Source: an optimization exercise on an open RTL-to-GDS flow (aim: small area, a short achievable clock period and few clock cycles). Production flows keep margins and buffers that such runs may drop.
At most, simulation tests tie the RTL to the original design; equivalence was not proved.
No activity file was given, so power comes from the tool's default toggle rates.

== the baseline ==
Design FAdd, start of the top module:
module FAdd(
    input rst,
    input clk,
    input  [31:0]               a,
    input  [31:0]               b,
    output reg [31:0]           c,
    output reg [2:0]            state
);
Size: about 1200 cells after synthesis, roughly 40 flip-flops, ~100 I/O pins.
==> module FAdd, before the edit <==
module FAdd(
    input rst,
    input clk,
    input  [31:0]               a,
    input  [31:0]               b,
    output reg [31:0]           c,
    output reg [2:0]            state
);
    wire a_s = a[31];
    wire b_s = b[31];
    wire [7:0] a_e = a[30:23];
    wire [7:0] b_e = b[30:23];
    wire a_h = |a_e;
    wire b_h = |b_e;
    wire a_max = &a_e;
    wire b_max = &b_e;
    wire a_mz = ~|a[22:0];
    wire b_mz = ~|b[22:0];
    wire a_inf = a_max & a_mz;
    wire b_inf = b_max & b_mz;
    wire any_nan = (a_max & ~a_mz) | (b_max & ~b_mz) | (a_inf & b_inf & (a_s ^ b_s));
    wire any_inf = a_inf | b_inf;
    wire swap, same;
    fa_gt #(31) u_cmp(.a(b[30:0]), .b(a[30:0]), .gt(swap), .eq(same));
    wire [7:0] ea1 = {a_e[7:1], a_e[0] | ~a_h};    
    wire [7:0] eb1 = {b_e[7:1], b_e[0] | ~b_h};
    wire [7:0] d = swap ? eb1 - ea1 : ea1 - eb1;
    wire [7:0] e_big = swap ? eb1 : ea1;
    wire s_big = swap ? b_s : a_s;
    wire [23:0] m_big = swap ? {b_h, b[22:0]} : {a_h, a[22:0]};
    wire [23:0] m_sml = swap ? {a_h, a[22:0]} : {b_h, b[22:0]};
    wire sub = a_s ^ b_s;
    wire big = |d[7:5];
    reg [25:0] t;
    reg        st;
    integer k;
    always @* begin
        t = {m_sml, 2'b00};
        st = 1'b0;
        for (k = 0; k < 5; k = k + 1)
            if (d[k]) begin
                st = st | |(t & ((26'd1 << (1 << k)) - 1));
                t = t >> (1 << k);
            end
    end
    wire [25:0] al = big ? 26'd0 : t;
    wire sticky = big ? |m_sml : st;
    wire [27:0] op_s = {1'b0, al, sticky};
    wire [27:0] sum;
    fa_add #(28) u_add(.x({1'b0, m_big, 3'b000}), .y(op_s ^ {28{sub}}), .ci(sub), .s(sum));
    reg first_n;               
    reg [27:0] r_sum;
    reg [7:0]  r_e;
    reg        r_s;
    reg        r_nan;
    reg        r_inf;
    always @(posedge clk) begin
        first_n <= rst;
        if (!first_n) begin
            r_sum <= sum;
            r_e   <= e_big;
            r_s   <= s_big & ~(sub & same);    
            r_nan <= any_nan;
            r_inf <= any_inf;
        end
    end
    reg [27:0] lim;
    integer i;
    always @* begin
        for (i = 0; i < 28; i = i + 1)
            lim[i] = (r_e == 27 - i);
    end
    wire [27:0] lz_in = r_sum | lim;
    wire [4:0] lz;
    fa_lzc u_lzc(.x({lz_in, 4'b0000}), .n(lz), .zero());
    reg [27:0] n;
    integer j;
    always @* begin
        n = r_sum;
        for (j = 4; j >= 0; j = j - 1)
            if (lz[j]) n = n << (1 << j);
    end
    wire [7:0] ex = {8{n[27]}} & (r_e + 8'd1 - {3'b0, lz});
    wire rnd = n[3] & (n[2] | n[1] | n[0] | n[4]);
    wire [30:0] pk;
    fa_inc #(31) u_inc(.x({ex, n[26:4]}), .ci(rnd), .s(pk));
    wire ovf = (r_e == 8'd254) & r_sum[27];
    always @* begin
        state = {3{first_n}};
        if (r_nan)
            c = 32'h7f800001;
        else if (r_inf | ovf)
            c = {r_s, 8'hff, 23'd0};
        else
            c = {r_s, pk};
    end
endmodule
Settings: LEC_CHECK=0, ABC_AREA=1, CAP_MARGIN=20, CORE_MARGIN=2, CORE_UTILIZATION=40, CTS_BUF_LIST=sky130_fd_sc_hd__clkbuf_8, SETUP_SLACK_MARGIN=1.5, SLEW_MARGIN=20; clock period 10.0 ns.
standard.sh (not shown) runs the stock make flow with config.mk's settings and CLKGATE_MAP_FILE= SYNTH_SCRIPT=/design/flow/synth_recipe.tcl, a recipe that flattens the netlist after the stock synthesis.
==> flow/flow/run.sh <==
#!/bin/bash
# Layout flow: the standard flow (standard.sh) with two changes.
#  1. Synthesis is the standard synthesis script, except that ABC maps
#     the logic with flow/map.abc instead of ORFS's abc_area.script.  All
#     other synthesis steps, and so every register, are unchanged.
#  2. buffer_ports uses sky130_fd_sc_hd__buf_2 for the port buffers (every
#     input and output still gets its own buffer).
set -euo pipefail
W=$(pwd)
cat > "$W/my_synth.tcl" <<EOT
proc abc {args} {
  set i [lsearch -exact \$args -script]
  if {\$i >= 0} { lset args [expr {\$i+1}] $W/flow/map.abc }
  yosys abc {*}\$args
}
source $W/synth_recipe.tcl
EOT
sed "s#SYNTH_SCRIPT=[^ ]*#SYNTH_SCRIPT=$W/my_synth.tcl#" standard.sh > my_standard.sh
grep -q "SYNTH_SCRIPT=$W/my_synth.tcl" my_standard.sh
export BUFFER_PORTS_ARGS="-buffer_cell sky130_fd_sc_hd__buf_2"
bash my_standard.sh > standard.log 2>&1
==> flow/flow/map.abc <==
&get -n
&st
&dch
&nf -R 1000
&put
topo
stime -c
buffer -c
upsize -c
dnsize -c
What the candidate does differently from the baseline at the input level:
--- a/flow/design.v
+++ b/flow/design.v
@@ -30,21 +30,19 @@
     wire [23:0] m_big = swap ? {b_h, b[22:0]} : {a_h, a[22:0]};
     wire [23:0] m_sml = swap ? {a_h, a[22:0]} : {b_h, b[22:0]};
     wire sub = a_s ^ b_s;
-    wire big = |d[7:5];
-    reg [25:0] t;
-    reg        st;
+    wire [4:0] sh = d[4:0] | {5{|d[7:5]}};
+    reg [25:0] al;
+    reg        sticky;
     integer k;
     always @* begin
-        t = {m_sml, 2'b00};
-        st = 1'b0;
-        for (k = 0; k < 5; k = k + 1)
-            if (d[k]) begin
-                st = st | |(t & ((26'd1 << (1 << k)) - 1));
-                t = t >> (1 << k);
+        al = {m_sml, 2'b00};
+        sticky = 1'b0;
+        for (k = 4; k >= 0; k = k - 1)
+            if (sh[k]) begin
+                sticky = sticky | |(al & ((26'd1 << (1 << k)) - 1));
+                al = al >> (1 << k);
             end
     end
-    wire [25:0] al = big ? 26'd0 : t;
-    wire sticky = big ? |m_sml : st;
     wire [27:0] op_s = {1'b0, al, sticky};
     wire [27:0] sum;
     fa_add #(28) u_add(.x({1'b0, m_big, 3'b000}), .y(op_s ^ {28{sub}}), .ci(sub), .s(sum));
@@ -73,13 +71,7 @@
     wire [27:0] lz_in = r_sum | lim;
     wire [4:0] lz;
     fa_lzc u_lzc(.x({lz_in, 4'b0000}), .n(lz), .zero());
-    reg [27:0] n;
-    integer j;
-    always @* begin
-        n = r_sum;
-        for (j = 4; j >= 0; j = j - 1)
-            if (lz[j]) n = n << (1 << j);
-    end
+    wire [27:0] n = r_sum << lz;
     wire [7:0] ex = {8{n[27]}} & (r_e + 8'd1 - {3'b0, lz});
     wire rnd = n[3] & (n[2] | n[1] | n[0] | n[4]);
     wire [30:0] pk;
==> summary.txt <==
- The baseline | status: complete | timing, DRC, antenna: pass
- The candidate finished all stages; the layout is clean.
- The candidate vs. the baseline: peak clock frequency supported by timing closely matched the old numbers; smallest setup slack after layout moved down; count of instances resized after the clock tree is built climbed 2.
- [compare] base=the baseline new=the candidate: switching power share of the total lower, wire length per cell lower, maximum number of pins on one net before global-route repair lower.
- [compare] base=the baseline new=the candidate: final design instance area without fill climbed 4.1%; number of buffers other than clock buffers in the final layout higher; adder and majority gate portion of the synthesized area neither gained nor lost much.
Function was not checked in any run of this note: the RTL went through the layout flow alone.

The RTL this note starts from:
==> flow/design.v <==
module FAdd(
    input rst,
    input clk,
    input  [31:0]               a,
    input  [31:0]               b,
    output reg [31:0]           c,
    output reg [2:0]            state
);
    wire a_s = a[31];
    wire b_s = b[31];
    wire [7:0] a_e = a[30:23];
    wire [7:0] b_e = b[30:23];
    wire a_h = |a_e;
    wire b_h = |b_e;
    wire a_max = &a_e;
    wire b_max = &b_e;
    wire a_mz = ~|a[22:0];
    wire b_mz = ~|b[22:0];
    wire a_inf = a_max & a_mz;
    wire b_inf = b_max & b_mz;
    wire any_nan = (a_max & ~a_mz) | (b_max & ~b_mz) | (a_inf & b_inf & (a_s ^ b_s));
    wire any_inf = a_inf | b_inf;
    wire swap;
    fa_gt #(31) u_cmp(.a(b[30:0]), .b(a[30:0]), .gt(swap));
    wire [7:0] ea1 = {a_e[7:1], a_e[0] | ~a_h};    
    wire [7:0] eb1 = {b_e[7:1], b_e[0] | ~b_h};
    wire [7:0] d = swap ? eb1 - ea1 : ea1 - eb1;
    wire [7:0] e_big = swap ? eb1 : ea1;
    wire s_big = swap ? b_s : a_s;
    wire [23:0] m_big = swap ? {b_h, b[22:0]} : {a_h, a[22:0]};
    wire [23:0] m_sml = swap ? {a_h, a[22:0]} : {b_h, b[22:0]};
    wire sub = a_s ^ b_s;
    wire big_shift = |d[7:5];
    wire [4:0] sh = d[4:0];
    wire [25:0] al = big_shift ? 26'd0 : ({m_sml, 2'b00} >> sh);
    wire [23:0] lost_mask = big_shift ? {24{1'b1}} : ~({24{1'b1}} << (sh > 5'd2 ? sh - 5'd2 : 5'd0));
    wire sticky = |(m_sml & lost_mask);
    wire [27:0] op_s = {1'b0, al, sticky};
    wire [27:0] sum;
    fa_add #(28) u_add(.x({1'b0, m_big, 3'b000}), .y(op_s ^ {28{sub}}), .ci(sub), .s(sum));
    reg first_n;               
    reg [27:0] r_sum;
    reg [7:0]  r_e;
    reg        r_s;
    reg        r_sub;
    reg        r_nan;
    reg        r_inf;
    always @(posedge clk) begin
        first_n <= rst;
        if (!first_n) begin
            r_sum <= sum;
            r_e   <= e_big;
            r_s   <= s_big;
            r_sub <= sub;
            r_nan <= any_nan;
            r_inf <= any_inf;
        end
    end
    reg [27:0] lim;
    integer i;
    always @* begin
        for (i = 0; i < 28; i = i + 1)
            lim[i] = (r_e == 27 - i);
    end
    wire [27:0] lz_in = r_sum | lim;
    reg [4:0] lz;
    always @* begin
        lz = 5'd28;
        for (i = 0; i < 28; i = i + 1)
            if (lz_in[i]) lz = 27 - i;
    end
    wire zero = ~|lz_in;               
    wire [27:0] n = r_sum << lz;
    wire [7:0] ex = zero ? 8'd0 : r_e - {3'b0, lz} + {7'd0, n[27]};
    wire rnd = n[3] & (n[2] | n[1] | n[0] | n[4]);
    wire [30:0] pk;
    fa_inc #(31) u_inc(.x({ex, n[26:4]}), .ci(rnd), .s(pk));
    wire ovf = (r_e == 8'd254) & r_sum[27];
    wire sgn = (~|r_sum & r_sub) ? 1'b0 : r_s;
    always @* begin
        state = {3{first_n}};
        if (r_nan)
            c = 32'h7f800001;
        else if (r_inf | ovf)
            c = {r_s, 8'hff, 23'd0};
        else
            c = {sgn, pk};
    end
endmodule
module fa_add #(parameter N = 28) (
    input  [N-1:0] x,
    input  [N-1:0] y,
    input          ci,
    output [N-1:0] s
);
    localparam M = N + 1;
    reg [M-1:0] g, p, gn, pn;
    integer l, i;
    always @* begin
        g = {x & y, ci};
        p = {x ^ y, 1'b0};
        for (l = 1; l < M; l = l * 2) begin
            gn = g; pn = p;
            for (i = 0; i < M; i = i + 1)
                if ((i / l) % 2 == 1) begin
                    gn[i] = g[i] | (p[i] & g[(i/l)*l - 1]);
                    pn[i] = p[i] & p[(i/l)*l - 1];
                end
            g = gn; p = pn;
        end
    end
    assign s = x ^ y ^ g[M-2:0];
endmodule
module fa_inc #(parameter N = 31) (
    input  [N-1:0] x,
    input          ci,
    output [N-1:0] s
);
    reg [N-1:0] p, pn;
    integer l, i;
    always @* begin
        p = x;
        for (l = 1; l < N; l = l * 2) begin
            pn = p;
            for (i = 0; i < N; i = i + 1)
                if ((i / l) % 2 == 1) pn[i] = p[i] & p[(i/l)*l - 1];
            p = pn;
        end
    end
    assign s = x ^ ({p[N-2:0], 1'b1} & {N{ci}});
endmodule
module fa_gt #(parameter N = 31) (
    input  [N-1:0] a,
    input  [N-1:0] b,
    output         gt
);
    reg [N-1:0] g, e, gn, en;
    integer l, i;
    always @* begin
        g = a & ~b;
        e = ~(a ^ b);
        for (l = 1; l < N; l = l * 2) begin
            gn = g; en = e;
            for (i = 0; i < N; i = i + 1)
                if ((i / l) % 2 == 1) begin
                    gn[i] = g[i] | (e[i] & g[(i/l)*l - 1]);
                    en[i] = e[i] & e[(i/l)*l - 1];
                end
            g = gn; e = en;
        end
    end
    assign gt = g[N-1];
endmodule
clock: 10.0 ns
lec_check: 0
abc_area: 1
cap_margin: 20
core_margin: 2
core_utilization: 40
setup_slack_margin: 1.5
slew_margin: 20
==> flow/flow/run.sh <==
#!/bin/bash
# Standard layout, but with a faster cell for the port buffers that
# buffer_ports inserts (every input and output still gets its own buffer).
set -euo pipefail
export BUFFER_PORTS_ARGS="-buffer_cell sky130_fd_sc_hd__buf_2"
bash standard.sh > standard.log 2>&1
Testbench counts at the start, summed over its fixed seeds: cycles 24,000.
Edit:
--- a/flow/design.v
+++ b/flow/design.v
@@ -18,28 +18,32 @@
     wire b_mz = ~|b[22:0];
     wire a_inf = a_max & a_mz;
     wire b_inf = b_max & b_mz;
     wire any_nan = (a_max & ~a_mz) | (b_max & ~b_mz) | (a_inf & b_inf & (a_s ^ b_s));
     wire any_inf = a_inf | b_inf;
-    wire swap;
-    fa_gt #(31) u_cmp(.a(b[30:0]), .b(a[30:0]), .gt(swap));
     wire [7:0] ea1 = {a_e[7:1], a_e[0] | ~a_h};    
     wire [7:0] eb1 = {b_e[7:1], b_e[0] | ~b_h};
-    wire [7:0] d = swap ? eb1 - ea1 : ea1 - eb1;
+    wire [8:0] dab = {1'b0, ea1} - {1'b0, eb1};
+    wire [7:0] dba = eb1 - ea1;
+    wire swap = dab[8];
+    wire [7:0] d = swap ? dba : dab[7:0];
     wire [7:0] e_big = swap ? eb1 : ea1;
     wire s_big = swap ? b_s : a_s;
     wire [23:0] m_big = swap ? {b_h, b[22:0]} : {a_h, a[22:0]};
     wire [23:0] m_sml = swap ? {a_h, a[22:0]} : {b_h, b[22:0]};
     wire sub = a_s ^ b_s;
+    wire b_gt;
+    fa_gt #(24) u_cmp(.a({b_h, b[22:0]}), .b({a_h, a[22:0]}), .gt(b_gt));
+    wire rev = sub & (ea1 == eb1) & b_gt;
     wire big_shift = |d[7:5];
     wire [4:0] sh = d[4:0];
     wire [25:0] al = big_shift ? 26'd0 : ({m_sml, 2'b00} >> sh);
     wire [23:0] lost_mask = big_shift ? {24{1'b1}} : ~({24{1'b1}} << (sh > 5'd2 ? sh - 5'd2 : 5'd0));
     wire sticky = |(m_sml & lost_mask);
     wire [27:0] op_s = {1'b0, al, sticky};
     wire [27:0] sum;
-    fa_add #(28) u_add(.x({1'b0, m_big, 3'b000}), .y(op_s ^ {28{sub}}), .ci(sub), .s(sum));
+    fa_add #(28) u_add(.x({1'b0, m_big, 3'b000} ^ {28{rev}}), .y(op_s ^ {28{sub & ~rev}}), .ci(sub), .s(sum));
     reg first_n;               
     reg [27:0] r_sum;
     reg [7:0]  r_e;
     reg        r_s;
     reg        r_sub;
@@ -48,11 +52,11 @@
     always @(posedge clk) begin
         first_n <= rst;
         if (!first_n) begin
             r_sum <= sum;
             r_e   <= e_big;
-            r_s   <= s_big;
+            r_s   <= s_big ^ rev;
             r_sub <= sub;
             r_nan <= any_nan;
             r_inf <= any_inf;
         end
     end
The changed run finished with timing, DRC and antenna clean.
Sequential share of layout area drops by 0.49 points.
Non-clock buffer count climbs by 9.
Utilization climbs by 0.29 points.
Total power climbs slightly.
Register-to-register slack stays flat.
The RTL of the second run of this note was laid out without a check of its function.

Another version of the RTL of FAdd (not shown whole).
Size in the first run: roughly 1,200 cells after synthesis, about 41 flip-flops, about 8200 um^2 of cells after synthesis.
==> module FAdd, before the edit <==
module FAdd(
    input rst,
    input clk,
    input  [31:0]               a,
    input  [31:0]               b,
    output reg [31:0]           c,
    output reg [2:0]            state
);
    wire a_s = a[31];
    wire b_s = b[31];
    wire [7:0] a_e = a[30:23];
    wire [7:0] b_e = b[30:23];
    wire a_h = |a_e;
    wire b_h = |b_e;
    wire a_max = &a_e;
    wire b_max = &b_e;
    wire a_mz = ~|a[22:0];
    wire b_mz = ~|b[22:0];
    wire a_inf = a_max & a_mz;
    wire b_inf = b_max & b_mz;
    wire any_nan = (a_max & ~a_mz) | (b_max & ~b_mz) | (a_inf & b_inf & (a_s ^ b_s));
    wire any_inf = a_inf | b_inf;
    wire swap;
    fa_gt #(31) u_cmp(.a(b[30:0]), .b(a[30:0]), .gt(swap));
    wire [7:0] ea1 = {a_e[7:1], a_e[0] | ~a_h};    
    wire [7:0] eb1 = {b_e[7:1], b_e[0] | ~b_h};
    wire [7:0] d = swap ? eb1 - ea1 : ea1 - eb1;
    wire [7:0] e_big = swap ? eb1 : ea1;
    wire s_big = swap ? b_s : a_s;
    wire [23:0] m_big = swap ? {b_h, b[22:0]} : {a_h, a[22:0]};
    wire [23:0] m_sml = swap ? {a_h, a[22:0]} : {b_h, b[22:0]};
    wire sub = a_s ^ b_s;
    wire [4:0] sh = d[4:0] | {5{|d[7:5]}};
    reg [25:0] al;
    reg        sticky;
    integer k;
    always @* begin
        al = {m_sml, 2'b00};
        sticky = 1'b0;
        for (k = 4; k >= 0; k = k - 1)
            if (sh[k]) begin
                sticky = sticky | |(al & ((26'd1 << (1 << k)) - 1));
                al = al >> (1 << k);
            end
    end
    wire [27:0] op_s = {1'b0, al, sticky};
    wire [27:0] sum;
    fa_add #(28) u_add(.x({1'b0, m_big, 3'b000}), .y(op_s ^ {28{sub}}), .ci(sub), .s(sum));
    reg first_n;               
    reg [27:0] r_sum;
    reg [7:0]  r_e;
    reg        r_s;
    reg        r_sub;
    reg        r_nan;
    reg        r_inf;
    always @(posedge clk) begin
        first_n <= rst;
        if (!first_n) begin
            r_sum <= sum;
            r_e   <= e_big;
            r_s   <= s_big;
            r_sub <= sub;
            r_nan <= any_nan;
            r_inf <= any_inf;
        end
    end
    reg [27:0] lim;
    integer i;
    always @* begin
        for (i = 0; i < 28; i = i + 1)
            lim[i] = (r_e == 27 - i);
    end
    wire [27:0] lz_in = r_sum | lim;
    wire [4:0] lz;
    wire zero;                         
    fa_lzc u_lzc(.x({lz_in, 4'b0000}), .n(lz), .zero(zero));
    wire [27:0] n = r_sum << lz;
    wire [7:0] ex = zero ? 8'd0 : r_e - {3'b0, lz} + {7'd0, n[27]};
    wire rnd = n[3] & (n[2] | n[1] | n[0] | n[4]);
    wire [30:0] pk;
    fa_inc #(31) u_inc(.x({ex, n[26:4]}), .ci(rnd), .s(pk));
    wire ovf = (r_e == 8'd254) & r_sum[27];
    wire sgn = (~|r_sum & r_sub) ? 1'b0 : r_s;
    always @* begin
        state = {3{first_n}};
        if (r_nan)
            c = 32'h7f800001;
        else if (r_inf | ovf)
            c = {r_s, 8'hff, 23'd0};
        else
            c = {sgn, pk};
    end
endmodule
==> module fa_gt, before the edit <==
module fa_gt #(parameter N = 31) (
    input  [N-1:0] a,
    input  [N-1:0] b,
    output         gt
);
    reg [N-1:0] g, e, gn, en;
    integer l, i;
    always @* begin
        g = a & ~b;
        e = ~(a ^ b);
        for (l = 1; l < N; l = l * 2) begin
            gn = g; en = e;
            for (i = 0; i < N; i = i + 1)
                if ((i / l) % 2 == 1) begin
                    gn[i] = g[i] | (e[i] & g[(i/l)*l - 1]);
                    en[i] = e[i] & e[(i/l)*l - 1];
                end
            g = gn; e = en;
        end
    end
    assign gt = g[N-1];
endmodule
clock: 10.0 ns
lec_check: 0
abc_area: 1
cap_margin: 20
core_margin: 2
core_utilization: 40
setup_slack_margin: 1.0
slew_margin: 20
==> flow/flow/run.sh <==
#!/bin/bash
# Layout flow: the standard flow (standard.sh) with two changes.
#  1. Synthesis is the standard synthesis script, except that ABC maps
#     the logic with flow/map.abc instead of ORFS's abc_area.script.  All
#     other synthesis steps, and so every register, are unchanged.
#  2. buffer_ports uses sky130_fd_sc_hd__buf_2 for the port buffers (every
#     input and output still gets its own buffer).
set -euo pipefail
W=$(pwd)
cat > "$W/my_synth.tcl" <<EOT
proc abc {args} {
  set i [lsearch -exact \$args -script]
  if {\$i >= 0} { lset args [expr {\$i+1}] $W/flow/map.abc }
  yosys abc {*}\$args
}
source $W/synth_recipe.tcl
EOT
sed "s#SYNTH_SCRIPT=[^ ]*#SYNTH_SCRIPT=$W/my_synth.tcl#" standard.sh > my_standard.sh
grep -q "SYNTH_SCRIPT=$W/my_synth.tcl" my_standard.sh
export BUFFER_PORTS_ARGS="-buffer_cell sky130_fd_sc_hd__buf_2"
bash my_standard.sh > standard.log 2>&1
==> flow/flow/map.abc <==
strash
dch
amap
topo
stime -c
buffer -c
upsize -c
dnsize -c
Rerun with:
--- a/flow/design.v
+++ b/flow/design.v
@@ -20,8 +20,8 @@
     wire b_inf = b_max & b_mz;
     wire any_nan = (a_max & ~a_mz) | (b_max & ~b_mz) | (a_inf & b_inf & (a_s ^ b_s));
     wire any_inf = a_inf | b_inf;
-    wire swap;
-    fa_gt #(31) u_cmp(.a(b[30:0]), .b(a[30:0]), .gt(swap));
+    wire swap, same;
+    fa_gt #(31) u_cmp(.a(b[30:0]), .b(a[30:0]), .gt(swap), .eq(same));
     wire [7:0] ea1 = {a_e[7:1], a_e[0] | ~a_h};    
     wire [7:0] eb1 = {b_e[7:1], b_e[0] | ~b_h};
     wire [7:0] d = swap ? eb1 - ea1 : ea1 - eb1;
@@ -30,19 +30,11 @@
     wire [23:0] m_big = swap ? {b_h, b[22:0]} : {a_h, a[22:0]};
     wire [23:0] m_sml = swap ? {a_h, a[22:0]} : {b_h, b[22:0]};
     wire sub = a_s ^ b_s;
-    wire [4:0] sh = d[4:0] | {5{|d[7:5]}};
-    reg [25:0] al;
-    reg        sticky;
-    integer k;
-    always @* begin
-        al = {m_sml, 2'b00};
-        sticky = 1'b0;
-        for (k = 4; k >= 0; k = k - 1)
-            if (sh[k]) begin
-                sticky = sticky | |(al & ((26'd1 << (1 << k)) - 1));
-                al = al >> (1 << k);
-            end
-    end
+    wire big_shift = |d[7:5];
+    wire [4:0] sh = d[4:0];
+    wire [25:0] al = big_shift ? 26'd0 : ({m_sml, 2'b00} >> sh);
+    wire [23:0] lost_mask = big_shift ? {24{1'b1}} : ~({24{1'b1}} << (sh > 5'd2 ? sh - 5'd2 : 5'd0));
+    wire sticky = |(m_sml & lost_mask);
     wire [27:0] op_s = {1'b0, al, sticky};
     wire [27:0] sum;
     fa_add #(28) u_add(.x({1'b0, m_big, 3'b000}), .y(op_s ^ {28{sub}}), .ci(sub), .s(sum));
@@ -50,7 +42,6 @@
     reg [27:0] r_sum;
     reg [7:0]  r_e;
     reg        r_s;
-    reg        r_sub;
     reg        r_nan;
     reg        r_inf;
     always @(posedge clk) begin
@@ -58,8 +49,7 @@
         if (!first_n) begin
             r_sum <= sum;
             r_e   <= e_big;
-            r_s   <= s_big;
-            r_sub <= sub;
+            r_s   <= s_big & ~(sub & same);    
             r_nan <= any_nan;
             r_inf <= any_inf;
         end
@@ -80,7 +70,6 @@
     wire [30:0] pk;
     fa_inc #(31) u_inc(.x({ex, n[26:4]}), .ci(rnd), .s(pk));
     wire ovf = (r_e == 8'd254) & r_sum[27];
-    wire sgn = (~|r_sum & r_sub) ? 1'b0 : r_s;
     always @* begin
         state = {3{first_n}};
         if (r_nan)
@@ -88,7 +77,7 @@
         else if (r_inf | ovf)
             c = {r_s, 8'hff, 23'd0};
         else
-            c = {sgn, pk};
+            c = {r_s, pk};
     end
 endmodule
 module fa_add #(parameter N = 28) (
@@ -136,7 +125,8 @@
 module fa_gt #(parameter N = 31) (
     input  [N-1:0] a,
     input  [N-1:0] b,
-    output         gt
+    output         gt,
+    output         eq
 );
     reg [N-1:0] g, e, gn, en;
     integer l, i;
@@ -154,6 +144,7 @@
         end
     end
     assign gt = g[N-1];
+    assign eq = e[N-1];
 endmodule
 module fa_lzc (
     input  [31:0] x,
Outcome: Cell area grows by about 5.5%. Setup slack loses 0.076 ns. Total power shrinks by 6.5%. Cell count grows by 6.0%. Die area grows by about 3%. Area after synthesis grows by about 3%.
No run of this note included a check of the RTL's function; only the layout flow was run.

what the ideal ports hide:
No port has a modelled driver above. Below, the same layouts with a new extraction and two added sets of constraints. Step 1: set_driving_cell puts a clkbuf_16 on clk and a buf_2 on each other input, an assumption about the parent block. Step 2 also shifts input and output timing later by t, the mid clock arrival at the registers, as if the neighbouring blocks saw the same clock. Slacks: ideal ports / drivers / drivers and shift; pairs: ideal ports / drivers.
run	t (ns)	setup slack, ns	hold slack, ns	worst register clock-pin slew, ns	worst slew at a driven data input, ns
the baseline	0.310	1.906 / 1.907 / 1.597	0.878 / 0.878 / 0.878	0.07 / 0.07	0.06
the candidate	0.321	1.885 / 1.885 / 1.574	0.882 / 0.882 / 0.882	0.08 / 0.08	0.04
the first run of note 2	0.328	1.969 / 1.988 / 1.660	0.900 / 0.900 / 0.900	0.06 / 0.06	0.05
the second run of note 2	0.318	1.973 / 1.958 / 1.674	0.883 / 0.883 / 0.883	0.06 / 0.06	0.04
the first run of note 3	0.323	1.297 / 1.318 / 0.995	0.934 / 0.934 / 0.934	0.06 / 0.06	0.03
the second run of note 3	0.321	1.222 / 1.180 / 1.290	0.904 / 0.904 / 0.904	0.06 / 0.06	0.06
After both steps every run listed still meets setup and hold. For the candidate, which loses most, drivers alone change the setup slack by 0.000 ns; drivers and shift together by -0.311 ns.
